This design comes from an exercise in tuning for small area, a short achievable clock period and few clock cycles on the open sky130 flow, not from production work.
RTL that was checked went through simulation tests only; none was proved equivalent to the original.

==> v8: inputs <==
==> flow/design.v <==
module gf256mul(
      input [7:0] a,
      input [7:0] b,
      output [7:0] z
      );
reg [14:0] c;
integer i, j;
always @* begin
  c = 15'd0;
  for (i = 0; i < 8; i = i + 1)
    for (j = 0; j < 8; j = j + 1)
      c[i+j] = c[i+j] ^ (a[i] & b[j]);
  for (i = 14; i >= 8; i = i - 1)
    if (c[i]) c = c ^ (15'h11d << (i - 8));
end
assign z = c[7:0];
endmodule
module gf256inv_s1(input [7:0] a, output [11:0] p);
  wire [7:0] c;
  assign c[0] = a[0] ^ a[1] ^ a[2] ^ a[3] ^ a[4] ^ a[6] ^ a[7];
  assign c[1] = a[2] ^ a[3] ^ a[6] ^ a[7];
  assign c[2] = a[2] ^ a[4] ^ a[6];
  assign c[3] = a[3] ^ a[4] ^ a[5] ^ a[6];
  assign c[4] = a[4] ^ a[7];
  assign c[5] = a[1] ^ a[3] ^ a[4];
  assign c[6] = a[2] ^ a[5] ^ a[6];
  assign c[7] = a[5];
  wire [3:0] h = c[7:4], l = c[3:0];
  function [3:0] m16(input [3:0] x, input [3:0] y);
    reg [6:0] p; integer i, j;
    begin
      p = 7'd0;
      for (i = 0; i < 4; i = i + 1) for (j = 0; j < 4; j = j + 1) p[i+j] = p[i+j] ^ (x[i] & y[j]);
      m16 = p[3:0] ^ {p[6:4], 1'b0} ^ {1'b0, p[6:4]};
    end
  endfunction
  wire [3:0] h2l, l2;
  assign h2l[0] = h[2];
  assign h2l[1] = h[1] ^ h[2] ^ h[3];
  assign h2l[2] = h[1];
  assign h2l[3] = h[0] ^ h[2] ^ h[3];
  assign l2[0] = l[0] ^ l[2];
  assign l2[1] = l[2];
  assign l2[2] = l[1] ^ l[3];
  assign l2[3] = l[3];
  wire [3:0] dl = h2l ^ l2 ^ m16(h, l);
  assign p = {h, l, dl};
endmodule
module gf256inv_s2(input [11:0] p, output [7:0] z);
  wire [3:0] h = p[11:8], l = p[7:4], dl = p[3:0];
  function [3:0] m16(input [3:0] x, input [3:0] y);
    reg [6:0] p; integer i, j;
    begin
      p = 7'd0;
      for (i = 0; i < 4; i = i + 1) for (j = 0; j < 4; j = j + 1) p[i+j] = p[i+j] ^ (x[i] & y[j]);
      m16 = p[3:0] ^ {p[6:4], 1'b0} ^ {1'b0, p[6:4]};
    end
  endfunction
  reg [3:0] di;
  always @* case (dl)
    4'd0: di = 4'd0;
    4'd1: di = 4'd1;
    4'd2: di = 4'd9;
    4'd3: di = 4'd14;
    4'd4: di = 4'd13;
    4'd5: di = 4'd11;
    4'd6: di = 4'd7;
    4'd7: di = 4'd6;
    4'd8: di = 4'd15;
    4'd9: di = 4'd2;
    4'd10: di = 4'd12;
    4'd11: di = 4'd5;
    4'd12: di = 4'd10;
    4'd13: di = 4'd4;
    4'd14: di = 4'd3;
    4'd15: di = 4'd8;
  endcase
  wire [7:0] q = {m16(h, di), m16(h ^ l, di)};
  assign z[0] = q[0] ^ q[2] ^ q[4] ^ q[5];
  assign z[1] = q[1] ^ q[4] ^ q[5] ^ q[6] ^ q[7];
  assign z[2] = q[1] ^ q[3] ^ q[4] ^ q[7];
  assign z[3] = q[1] ^ q[2] ^ q[4];
  assign z[4] = q[2] ^ q[6] ^ q[7];
  assign z[5] = q[7];
  assign z[6] = q[1] ^ q[3] ^ q[4] ^ q[6];
  assign z[7] = q[2] ^ q[4] ^ q[6] ^ q[7];
endmodule
`timescale 1ns/100ps
module rs_decoder(
      input clk,
      input rst_n,
      input din_val,
      input din_sop,
      input din_eop,
      input [7:0] din,
      output [7:0] el1,
      output [7:0] el2,
      output [7:0] el3,
      output [7:0] el4,
      output [7:0] ev1,
      output [7:0] ev2,
      output [7:0] ev3,
      output [7:0] ev4,
      output [2:0] error_num,
      output dec_done,
      output dec_fail,
      output busy
      );
localparam P = 4;                
function [7:0] gmul(input [7:0] a, input [7:0] b);
  reg [14:0] c;
  integer i, j;
  begin
    c = 15'd0;
    for (i = 0; i < 8; i = i + 1)
      for (j = 0; j < 8; j = j + 1)
        c[i+j] = c[i+j] ^ (a[i] & b[j]);
    for (i = 14; i >= 8; i = i - 1)
      if (c[i]) c = c ^ (15'h11d << (i - 8));
    gmul = c[7:0];
  end
endfunction
function [7:0] apow(input integer e);
  integer i;
  reg [7:0] v;
  begin
    v = 8'h01;
    for (i = 0; i < e; i = i + 1)
      v = {v[6:0], 1'b0} ^ (v[7] ? 8'h1d : 8'h00);
    apow = v;
  end
endfunction
reg st_bd, st_bu, st_bw, st_bs, st_om, st_sc, st_rc, st_fn;
reg [5:0] fs;          
reg [3:0] r;           
reg [3:0] mk;          
reg [3:0] L;           
reg [2:0] cnt;         
reg [7:0] base;        
reg [P:1] rootr;       
reg [P:1] mask;        
reg done_r, fail_r;
reg [7:0] s [0:7];     
reg [7:0] lam [1:4];   
reg [7:0] q [1:4];     
reg [7:0] d;           
reg [7:0] evr [0:3];   
reg [7:0] xb;          
assign el1 = s[0]; assign el2 = s[1]; assign el3 = s[2]; assign el4 = s[3];
assign ev1 = evr[0]; assign ev2 = evr[1]; assign ev3 = evr[2]; assign ev4 = evr[3];
assign error_num = L[2:0];
assign dec_done = done_r;
assign dec_fail = fail_r;
assign busy = 1'b0;
wire use_d = st_bu | st_bs | fs[0];
wire sel_q = st_bu | st_bs;
wire sel_e = fs[5];
wire [7:0] la [1:4];
wire [7:0] lb [1:4];
wire [7:0] lz [1:4];
genvar gi, gj, gk;
generate
  for (gi = 1; gi <= 4; gi = gi + 1) begin : lane
    assign la[gi] = use_d ? d : lam[gi];
    assign lb[gi] = sel_q ? q[gi] : sel_e ? evr[gi-1] : s[8 - gi];
    gf256mul mul(.a(la[gi]), .b(lb[gi]), .z(lz[gi]));
  end
endgenerate
wire [7:0] dsum = s[0] ^ (lz[1] & {8{mk[0]}}) ^ (lz[2] & {8{mk[1]}})
                       ^ (lz[3] & {8{mk[2]}}) ^ (lz[4] & {8{mk[3]}});
wire [7:0] inv_a = st_bu ? d : evr[0];
wire [11:0] inv_p;
reg  [11:0] inv_r;
wire [7:0] inv_z;
gf256inv_s1 u_inv1(.a(inv_a), .p(inv_p));
gf256inv_s2 u_inv2(.p(inv_r), .z(inv_z));
always @(posedge clk) inv_r <= inv_p;
wire [7:0] ct   [0:4*P+P];     
wire [7:0] codd [1:P];
wire [7:0] cx   [1:P];
wire [P:1] croot;
generate
  for (gk = 1; gk <= P; gk = gk + 1) begin : cpt
    for (gj = 1; gj <= 4; gj = gj + 1) begin : cterm
      localparam [7:0] C = apow(gj * gk);
      assign ct[gj*P+gk] = gmul(lam[gj], C);
    end
    localparam [7:0] CB1 = apow(255 + gk - P);
    localparam [7:0] CB3 = apow(255 + 3 * (gk - P));
    assign codd[gk] = gmul(lam[1], CB1) ^ gmul(lam[3], CB3);
    assign cx[gk]   = gmul(xb, CB1);
    assign croot[gk] = ((ct[1*P+gk] ^ ct[3*P+gk] ^ 8'h01) == (ct[2*P+gk] ^ ct[4*P+gk])) &
                       ({1'b0, base} + gk - 1 <= 9'd254);
  end
endgenerate
wire [P:1] rrem = rootr & ~mask;
reg [P:1] cfirst;
reg [7:0] cpos, cxv, codv;
integer pk;
always @* begin
  cfirst = {P{1'b0}};
  cpos = 8'h00; cxv = 8'h00; codv = 8'h00;
  for (pk = P; pk >= 1; pk = pk - 1)
    if (rrem[pk]) begin
      cfirst = {P{1'b0}};
      cfirst[pk] = 1'b1;
      cpos = base - P + pk - 1;
      cxv = cx[pk];
      codv = codd[pk];
    end
end
wire c_any  = |croot;
wire c_more = |(rrem & ~cfirst);
wire c_all  = ({1'b0, cnt} + 4'd1 == L);
wire c_last = ({1'b0, base} + P > 9'd254);
wire advance = st_sc;
reg  lastr;           
localparam [7:0] CXP = apow(P);
wire szero = ~|{s[0], s[1], s[2], s[3], s[4], s[5], s[6], s[7]};
wire dnz   = |d;
wire swap  = dnz & ({L, 1'b0} < {1'b0, r});    
wire start = din_val & din_eop;
always @(posedge clk or negedge rst_n)
if (!rst_n) begin
  st_bd <= 1'b0; st_bu <= 1'b0; st_bw <= 1'b0; st_bs <= 1'b0; st_om <= 1'b0;
  st_sc <= 1'b0; st_rc <= 1'b0; st_fn <= 1'b0;
  fs     <= 6'd0;
  r      <= 4'd0;
  mk     <= 4'd0;
  L      <= 4'd0;
  cnt    <= 3'd0;
  base   <= 8'd0;
  rootr  <= {P{1'b0}};
  lastr  <= 1'b0;
  mask   <= {P{1'b0}};
  done_r <= 1'b0;
  fail_r <= 1'b0;
end else begin
  done_r <= 1'b0;
  fs     <= {fs[4:0], 1'b0};
  if (start) begin
    st_bd <= 1'b1; st_bu <= 1'b0; st_bw <= 1'b0; st_bs <= 1'b0; st_om <= 1'b0;
    st_sc <= 1'b0; st_rc <= 1'b0; st_fn <= 1'b0;
    fs <= 6'd0;
    r  <= 4'd0;
    mk <= 4'd0;
    L  <= 4'd0;
  end
  if (st_bd) begin
    if (r == 4'd0 && szero) begin
      st_bd  <= 1'b0;
      done_r <= 1'b1;
      fail_r <= 1'b0;
    end else begin
      st_bd <= 1'b0;
      st_bu <= 1'b1;
      r     <= r + 4'd1;
      mk    <= {mk[2:0], 1'b1};
    end
  end
  if (st_bu) begin
    st_bu <= 1'b0;
    if (swap) begin
      L     <= r - L;
      st_bw <= 1'b1;
    end else if (r == 4'd8) begin
      st_om <= 1'b1;
      r     <= 4'd0;
      mk    <= 4'd0;
    end else
      st_bd <= 1'b1;
  end
  if (st_bw) begin
    st_bw <= 1'b0;
    st_bs <= 1'b1;
  end
  if (st_bs) begin
    st_bs <= 1'b0;
    if (r == 4'd8) begin
      st_om <= 1'b1;
      r     <= 4'd0;
      mk    <= 4'd0;
    end else
      st_bd <= 1'b1;
  end
  if (st_om) begin
    r  <= r + 4'd1;
    mk <= {mk[2:0], 1'b1};
    if (r == 4'd3) begin
      st_om <= 1'b0;
      cnt   <= 3'd0;
      base  <= 8'd0;
      mask  <= {P{1'b0}};
      if (L > 4'd4 || L == 4'd0) begin
        done_r <= 1'b1;
        fail_r <= 1'b1;
      end else
        st_sc <= 1'b1;
    end
  end
  if (st_sc) begin
    rootr <= croot;
    lastr <= c_last;
    mask  <= {P{1'b0}};
    base  <= base + P;
    if (c_any) begin
      st_sc <= 1'b0;
      st_rc <= 1'b1;
    end else if (c_last) begin
      st_sc  <= 1'b0;
      done_r <= 1'b1;
      fail_r <= 1'b1;
    end
  end
  if (st_rc) begin
    cnt  <= cnt + 3'd1;
    mask <= mask | cfirst;
    if (c_all) begin
      st_rc <= 1'b0;
      st_fn <= 1'b1;
      fs    <= 6'd1;
    end else if (!c_more) begin
      st_rc <= 1'b0;
      if (lastr) begin
        done_r <= 1'b1;
        fail_r <= 1'b1;
      end else
        st_sc <= 1'b1;
    end
  end
  if (fs[5]) begin
    st_fn  <= 1'b0;
    done_r <= 1'b1;
    fail_r <= 1'b0;
  end
end
wire rot = (st_bd & ~(r == 4'd0 && szero)) | (st_om & (r != 4'd3));
integer si;
always @(posedge clk)
  if (din_val) begin
    for (si = 0; si < 8; si = si + 1)
      s[si] <= (din_sop ? 8'h00 : gmul(s[si], apow(si + 1))) ^ din;
  end else if (rot) begin
    for (si = 0; si < 8; si = si + 1)
      s[si] <= s[(si + 1) % 8];
  end else if (st_rc) begin
    s[cnt[1:0]]       <= cpos;
    s[7 - cnt[1:0]]   <= cxv;
  end
integer li;
always @(posedge clk) begin
  if (st_bd && r == 4'd0) begin
    for (li = 1; li <= 4; li = li + 1) lam[li] <= 8'h00;
  end
  if (st_bu) begin
    for (li = 1; li <= 4; li = li + 1) lam[li] <= lam[li] ^ lz[li];
  end
  if (advance) begin
    lam[1] <= ct[1*P+P]; lam[2] <= ct[2*P+P]; lam[3] <= ct[3*P+P]; lam[4] <= ct[4*P+P];
  end
  if (fs[0] | fs[1] | fs[2] | fs[3]) begin
    for (li = 1; li <= 4; li = li + 1)
      lam[li] <= lz[li] ^ (fs[0] ? q[2] : fs[1] ? q[1] : fs[2] ? q[3] : 8'h00);
  end
end
always @(posedge clk) begin
  if (st_bd && r == 4'd0) begin
    q[1] <= 8'h01; q[2] <= 8'h00; q[3] <= 8'h00; q[4] <= 8'h00;
  end
  if (st_bu) begin
    if (swap) begin
      q[1] <= 8'h01; q[2] <= lam[1]; q[3] <= lam[2]; q[4] <= lam[3];
    end else begin
      q[1] <= 8'h00; q[2] <= q[1]; q[3] <= q[2]; q[4] <= q[3];
    end
  end
  if (st_bs) begin
    for (li = 1; li <= 4; li = li + 1) q[li] <= lz[li];
  end
  if (st_om) begin
    if (r == 4'd0) q[3] <= dsum;
    if (r == 4'd1) q[1] <= dsum;
    if (r == 4'd2) q[2] <= dsum;
  end
end
always @(posedge clk) begin
  if (st_bd) d <= dsum;
  if (st_bw) d <= inv_z;
  if (st_om && r == 4'd3) d <= dsum;
end
integer ei;
always @(posedge clk) begin
  if (st_om) xb <= 8'h01;
  if (advance) xb <= gmul(xb, CXP);
  if (st_rc) evr[cnt[1:0]] <= codv;
  if (fs[0] | fs[1] | fs[2] | fs[3] | fs[4]) begin
    evr[0] <= evr[1]; evr[1] <= evr[2]; evr[2] <= evr[3]; evr[3] <= inv_z;
  end
  if (fs[5]) begin
    for (ei = 0; ei < 4; ei = ei + 1) evr[ei] <= lz[ei+1];
  end
end
endmodule
==> flow/flow/run.sh <==
#!/bin/bash
set -euo pipefail
MARGIN=$(cat flow/margin.txt)
sed "s|\"\${@:-finish}\"|SETUP_SLACK_MARGIN=${MARGIN} \"\${@:-finish}\"|" standard.sh > standard_margin.sh
grep -q "SETUP_SLACK_MARGIN=${MARGIN}" standard_margin.sh
bash standard_margin.sh > flow_make.log 2>&1
==> flow/flow/margin.txt <==
7
==> flow/standard.sh <==
#!/bin/bash
# synth_recipe.tcl (not shown) runs the flow's synth.tcl, then flattens the netlist and writes it again
# the make line also repeats each setting of config.mk as NAME=value (left out here)
make -C /OpenROAD-flow-scripts/flow DESIGN_CONFIG=/design/flow/config.mk WORK_HOME=/design/flow/orfs CLKGATE_MAP_FILE= SYNTH_SCRIPT=/design/flow/synth_recipe.tcl "${@:-finish}"
==> flow/config.mk <==
export PLATFORM = sky130hd
export DESIGN_NAME = rs_decoder
export DESIGN_NICKNAME = rs_decoder
export VERILOG_FILES = /design/flow/design.v
export SDC_FILE = /design/flow/constraint.sdc
export NUM_CORES = 4
export LEC_CHECK = 0
export CAP_MARGIN = 20
export CORE_MARGIN = 2
export CORE_UTILIZATION = 40
export PLACE_DENSITY = 0.6
export SLEW_MARGIN = 20
==> flow/constraint.sdc <==
create_clock -name core_clock -period 11.0 [get_ports {clk}]
set_input_delay 2.2000 -clock core_clock [delete_from_list [all_inputs] [get_ports {clk}]]
set_output_delay 2.2000 -clock core_clock [all_outputs]
set_load 0.01 [all_outputs]
==> v22 (differences from v8) <==
--- a/flow/design.v
+++ b/flow/design.v
@@ -12,5 +12,5 @@
       c[i+j] = c[i+j] ^ (a[i] & b[j]);
   for (i = 14; i >= 8; i = i - 1)
-    if (c[i]) c = c ^ (15'h11d << (i - 8));
+    c = c ^ ({15{c[i]}} & (15'h11d << (i - 8)));
 end
 assign z = c[7:0];
@@ -117,5 +117,5 @@
         c[i+j] = c[i+j] ^ (a[i] & b[j]);
     for (i = 14; i >= 8; i = i - 1)
-      if (c[i]) c = c ^ (15'h11d << (i - 8));
+      c = c ^ ({15{c[i]}} & (15'h11d << (i - 8)));
     gmul = c[7:0];
   end
@@ -261,12 +261,13 @@
   if (st_bu) begin
     st_bu <= 1'b0;
-    if (swap) begin
-      L     <= r - L;
-      st_bw <= 1'b1;
-    end else if (r == 4'd8) begin
+    if (swap)
+      L <= r - L;
+    if (r == 4'd8) begin
       st_om <= 1'b1;
-      r     <= 4'd0;
-      mk    <= 4'd0;
-    end else
+      r     <= 4'd1;
+      mk    <= 4'd1;
+    end else if (swap)
+      st_bw <= 1'b1;
+    else
       st_bd <= 1'b1;
   end
@@ -277,10 +278,5 @@
   if (st_bs) begin
     st_bs <= 1'b0;
-    if (r == 4'd8) begin
-      st_om <= 1'b1;
-      r     <= 4'd0;
-      mk    <= 4'd0;
-    end else
-      st_bd <= 1'b1;
+    st_bd <= 1'b1;
   end
   if (st_om) begin
@@ -335,5 +331,5 @@
   end
 end
-wire rot = (st_bd & ~(r == 4'd0 && szero)) | (st_om & (r != 4'd3));
+wire rot = (st_bd & ~(r == 4'd0 && szero)) | (st_bu & (r == 4'd8)) | (st_om & (r != 4'd3));
 integer si;
 always @(posedge clk)
@@ -378,6 +374,6 @@
     for (li = 1; li <= 4; li = li + 1) q[li] <= lz[li];
   end
+  if (st_bu && r == 4'd8) q[3] <= s[0];
   if (st_om) begin
-    if (r == 4'd0) q[3] <= dsum;
     if (r == 4'd1) q[1] <= dsum;
     if (r == 4'd2) q[2] <= dsum;
==> flow/flow/run.sh (replaced) <==
#!/bin/bash
set -euo pipefail
extra=""
while IFS= read -r line; do
  [[ -z "$line" ]] && continue
  extra+="$(printf '%q' "$line") "
done < flow/knobs.txt
awk -v extra="$extra" '{ i = index($0, "\"${@:-finish}\""); if (i > 0) $0 = substr($0, 1, i - 1) extra substr($0, i); print }' standard.sh > standard_knobs.sh
grep -q "SETUP_SLACK_MARGIN" standard_knobs.sh
bash standard_knobs.sh > flow_make.log 2>&1
==> flow/flow/knobs.txt (new file) <==
SETUP_SLACK_MARGIN=7.1
BUFFER_PORTS_ARGS=-buffer_cell sky130_fd_sc_hd__buf_4
- ABC_AREA: default -> 1
- TNS_END_PERCENT: default -> 20
removed: flow/flow/margin.txt
==> v2 (differences from v8) <==
--- a/flow/design.v
+++ b/flow/design.v
@@ -12,5 +12,5 @@
       c[i+j] = c[i+j] ^ (a[i] & b[j]);
   for (i = 14; i >= 8; i = i - 1)
-    if (c[i]) c = c ^ (15'h11d << (i - 8));
+    c = c ^ ({15{c[i]}} & (15'h11d << (i - 8)));
 end
 assign z = c[7:0];
@@ -117,5 +117,5 @@
         c[i+j] = c[i+j] ^ (a[i] & b[j]);
     for (i = 14; i >= 8; i = i - 1)
-      if (c[i]) c = c ^ (15'h11d << (i - 8));
+      c = c ^ ({15{c[i]}} & (15'h11d << (i - 8)));
     gmul = c[7:0];
   end
@@ -261,12 +261,13 @@
   if (st_bu) begin
     st_bu <= 1'b0;
-    if (swap) begin
-      L     <= r - L;
-      st_bw <= 1'b1;
-    end else if (r == 4'd8) begin
+    if (swap)
+      L <= r - L;
+    if (r == 4'd8) begin
       st_om <= 1'b1;
-      r     <= 4'd0;
-      mk    <= 4'd0;
-    end else
+      r     <= 4'd1;
+      mk    <= 4'd1;
+    end else if (swap)
+      st_bw <= 1'b1;
+    else
       st_bd <= 1'b1;
   end
@@ -277,10 +278,5 @@
   if (st_bs) begin
     st_bs <= 1'b0;
-    if (r == 4'd8) begin
-      st_om <= 1'b1;
-      r     <= 4'd0;
-      mk    <= 4'd0;
-    end else
-      st_bd <= 1'b1;
+    st_bd <= 1'b1;
   end
   if (st_om) begin
@@ -335,5 +331,5 @@
   end
 end
-wire rot = (st_bd & ~(r == 4'd0 && szero)) | (st_om & (r != 4'd3));
+wire rot = (st_bd & ~(r == 4'd0 && szero)) | (st_bu & (r == 4'd8)) | (st_om & (r != 4'd3));
 integer si;
 always @(posedge clk)
@@ -378,6 +374,6 @@
     for (li = 1; li <= 4; li = li + 1) q[li] <= lz[li];
   end
+  if (st_bu && r == 4'd8) q[3] <= s[0];
   if (st_om) begin
-    if (r == 4'd0) q[3] <= dsum;
     if (r == 4'd1) q[1] <= dsum;
     if (r == 4'd2) q[2] <= dsum;
==> flow/flow/run.sh (replaced) <==
#!/bin/bash
set -euo pipefail
extra=""
while IFS= read -r line; do
  [[ -z "$line" ]] && continue
  extra+="$(printf '%q' "$line") "
done < flow/knobs.txt
awk -v extra="$extra" '{ i = index($0, "\"${@:-finish}\""); if (i > 0) $0 = substr($0, 1, i - 1) extra substr($0, i); print }' standard.sh > standard_knobs.sh
grep -q "SETUP_SLACK_MARGIN" standard_knobs.sh
bash standard_knobs.sh > flow_make.log 2>&1
==> flow/flow/knobs.txt (new file) <==
SETUP_SLACK_MARGIN=7
BUFFER_PORTS_ARGS=-buffer_cell sky130_fd_sc_hd__buf_4
- ABC_AREA: default -> 1
- CORE_UTILIZATION: 40 -> 55
- PLACE_DENSITY: 0.6 -> 0.7
removed: flow/flow/margin.txt
==> v17 (differences from v8) <==
--- a/flow/design.v
+++ b/flow/design.v
@@ -261,12 +261,13 @@
   if (st_bu) begin
     st_bu <= 1'b0;
-    if (swap) begin
-      L     <= r - L;
-      st_bw <= 1'b1;
-    end else if (r == 4'd8) begin
+    if (swap)
+      L <= r - L;
+    if (r == 4'd8) begin
       st_om <= 1'b1;
-      r     <= 4'd0;
-      mk    <= 4'd0;
-    end else
+      r     <= 4'd1;
+      mk    <= 4'd1;
+    end else if (swap)
+      st_bw <= 1'b1;
+    else
       st_bd <= 1'b1;
   end
@@ -277,10 +278,5 @@
   if (st_bs) begin
     st_bs <= 1'b0;
-    if (r == 4'd8) begin
-      st_om <= 1'b1;
-      r     <= 4'd0;
-      mk    <= 4'd0;
-    end else
-      st_bd <= 1'b1;
+    st_bd <= 1'b1;
   end
   if (st_om) begin
@@ -335,5 +331,5 @@
   end
 end
-wire rot = (st_bd & ~(r == 4'd0 && szero)) | (st_om & (r != 4'd3));
+wire rot = (st_bd & ~(r == 4'd0 && szero)) | (st_bu & (r == 4'd8)) | (st_om & (r != 4'd3));
 integer si;
 always @(posedge clk)
@@ -378,6 +374,6 @@
     for (li = 1; li <= 4; li = li + 1) q[li] <= lz[li];
   end
+  if (st_bu && r == 4'd8) q[3] <= s[0];
   if (st_om) begin
-    if (r == 4'd0) q[3] <= dsum;
     if (r == 4'd1) q[1] <= dsum;
     if (r == 4'd2) q[2] <= dsum;
==> flow/flow/run.sh (replaced) <==
#!/bin/bash
set -euo pipefail
extra=""
while IFS= read -r line; do
  [[ -z "$line" ]] && continue
  extra+="$(printf '%q' "$line") "
done < flow/knobs.txt
awk -v extra="$extra" '{ i = index($0, "\"${@:-finish}\""); if (i > 0) $0 = substr($0, 1, i - 1) extra substr($0, i); print }' standard.sh > standard_knobs.sh
grep -q "SETUP_SLACK_MARGIN" standard_knobs.sh
bash standard_knobs.sh > flow_make.log 2>&1
==> flow/flow/knobs.txt (new file) <==
SETUP_SLACK_MARGIN=7.5
BUFFER_PORTS_ARGS=-buffer_cell sky130_fd_sc_hd__buf_4
- ABC_AREA: default -> 1
removed: flow/flow/margin.txt
==> flow_summary.json <==
{
  "yosys.area.top_type_share_pct": 18.1,
  "sh_seq_area_pct": 21.6,
  "r2r_cells": 9,
  "multi_input_gates": 3192,
  "outcome": "no timing/DRC/antenna violations",
  "synth-seq-area-share_pct": 24.5,
  "clk_latency_ps": 630,
  "die_width_um": 261,
  "synth_area_leader_cell": "edfxtp_1",
  "fin_cells": 4945,
  "slew_headroom_pct": 12.3,
  "wl_per_cell_um": 23.6,
  "met2_length_mm": 46.9,
  "drt_iter0_markers": 3999,
  "crit_end": "evr[2][4]"
}
# the run above: v22

==> flow_summary.json <==
{
  "outcome": "no timing/DRC/antenna violations",
  "clk_latency_ps": 610,
  "multi_input_gates": 3192,
  "crit_end": "evr[0][3]",
  "drt_iter0_markers": 4816,
  "met2_length_mm": 45.7,
  "slew_headroom_pct": 22.4,
  "sh_seq_area_pct": 21.3,
  "synth_area_leader_cell": "edfxtp_1",
  "synth-seq-area-share_pct": 24.5,
  "die_width_um": 224
}
# the run above: v2

==> flow_summary.json <==
{
  "synth_area_leader_cell": "nand2_1",
  "crit_end": "el1[3]",
  "met2_length_mm": 55.6,
  "multi_input_gates": 3427,
  "outcome": "no timing/DRC/antenna violations",
  "r2r_cells": 22,
  "synth-seq-area-share_pct": 23.6,
  "slew_headroom_pct": 25.4,
  "wl_per_cell_um": 24.4,
  "yosys.area.top_type_share_pct": 18.6,
  "sh_seq_area_pct": 18.1,
  "drt_iter0_markers": 4519,
  "die_width_um": 266,
  "clk_latency_ps": 640
}
# the run above: v17

==> flow_summary.json <==
{
  "drt_iter0_markers": 3447,
  "die_width_um": 258,
  "met2_length_mm": 47.2,
  "cts.clk_slew.worst_paths_ps": 60,
  "yosys.area.top_type_share_pct": 17.7,
  "sh_seq_area_pct": 20.0,
  "cp_top_family": "XOR/XNOR gates",
  "synth_edf_count": 152,
  "multi_input_gates": 2502,
  "wl_per_cell_um": 27.9,
  "clk_latency_ps": 630,
  "outcome": "no timing/DRC/antenna violations",
  "r2r_cells": 14,
  "cts-root-buf": "clkbuf_16",
  "fin_cells": 4044
}
# the run above: v8

Testbench counts of v22, summed over its fixed seeds: cycles 126,409.
Testbench counts of v2, summed over its fixed seeds: cycles 126,409.
For v8 and v17, only the layout was checked, not whether the RTL still works.

-- separate check: timing with driven ports --
No port has a modelled driver above. Below, the same layouts with a new extraction and two added sets of constraints.
Step 1 (the two cells are an assumption about what drives the block):
set clk [get_ports {clk}]
set_driving_cell -lib_cell sky130_fd_sc_hd__clkbuf_16 $clk
set_driving_cell -lib_cell sky130_fd_sc_hd__buf_2 [delete_from_list [all_inputs] $clk]
Step 2 moves the port delays by t, midway between the first and last clock arrival at a register: inputs arrive t later, outputs are due t later. That takes back most of the time a late clock gives input paths.
Slacks: ideal / step 1 / step 2; pairs: ideal / step 1.
run	t (ns)	setup WS [ns]	hold WS [ns]	worst slew at a driven data input, ns
v8	0.663	6.775 / 6.775 / 6.569	0.515 / 0.515 / 0.515	0.04
v22	0.670	6.995 / 6.995 / 6.910	0.466 / 0.466 / 0.466	0.04
v2	0.666	6.975 / 6.975 / 6.671	0.450 / 0.450 / 0.450	0.03
v17	0.669	7.390 / 7.330 / 7.080	0.442 / 0.442 / 0.442	0.03
After both steps setup and hold are still met in every run listed. The setup slack of v17, which loses most, moves by -0.060 ns with the drivers and by -0.310 ns with both steps.
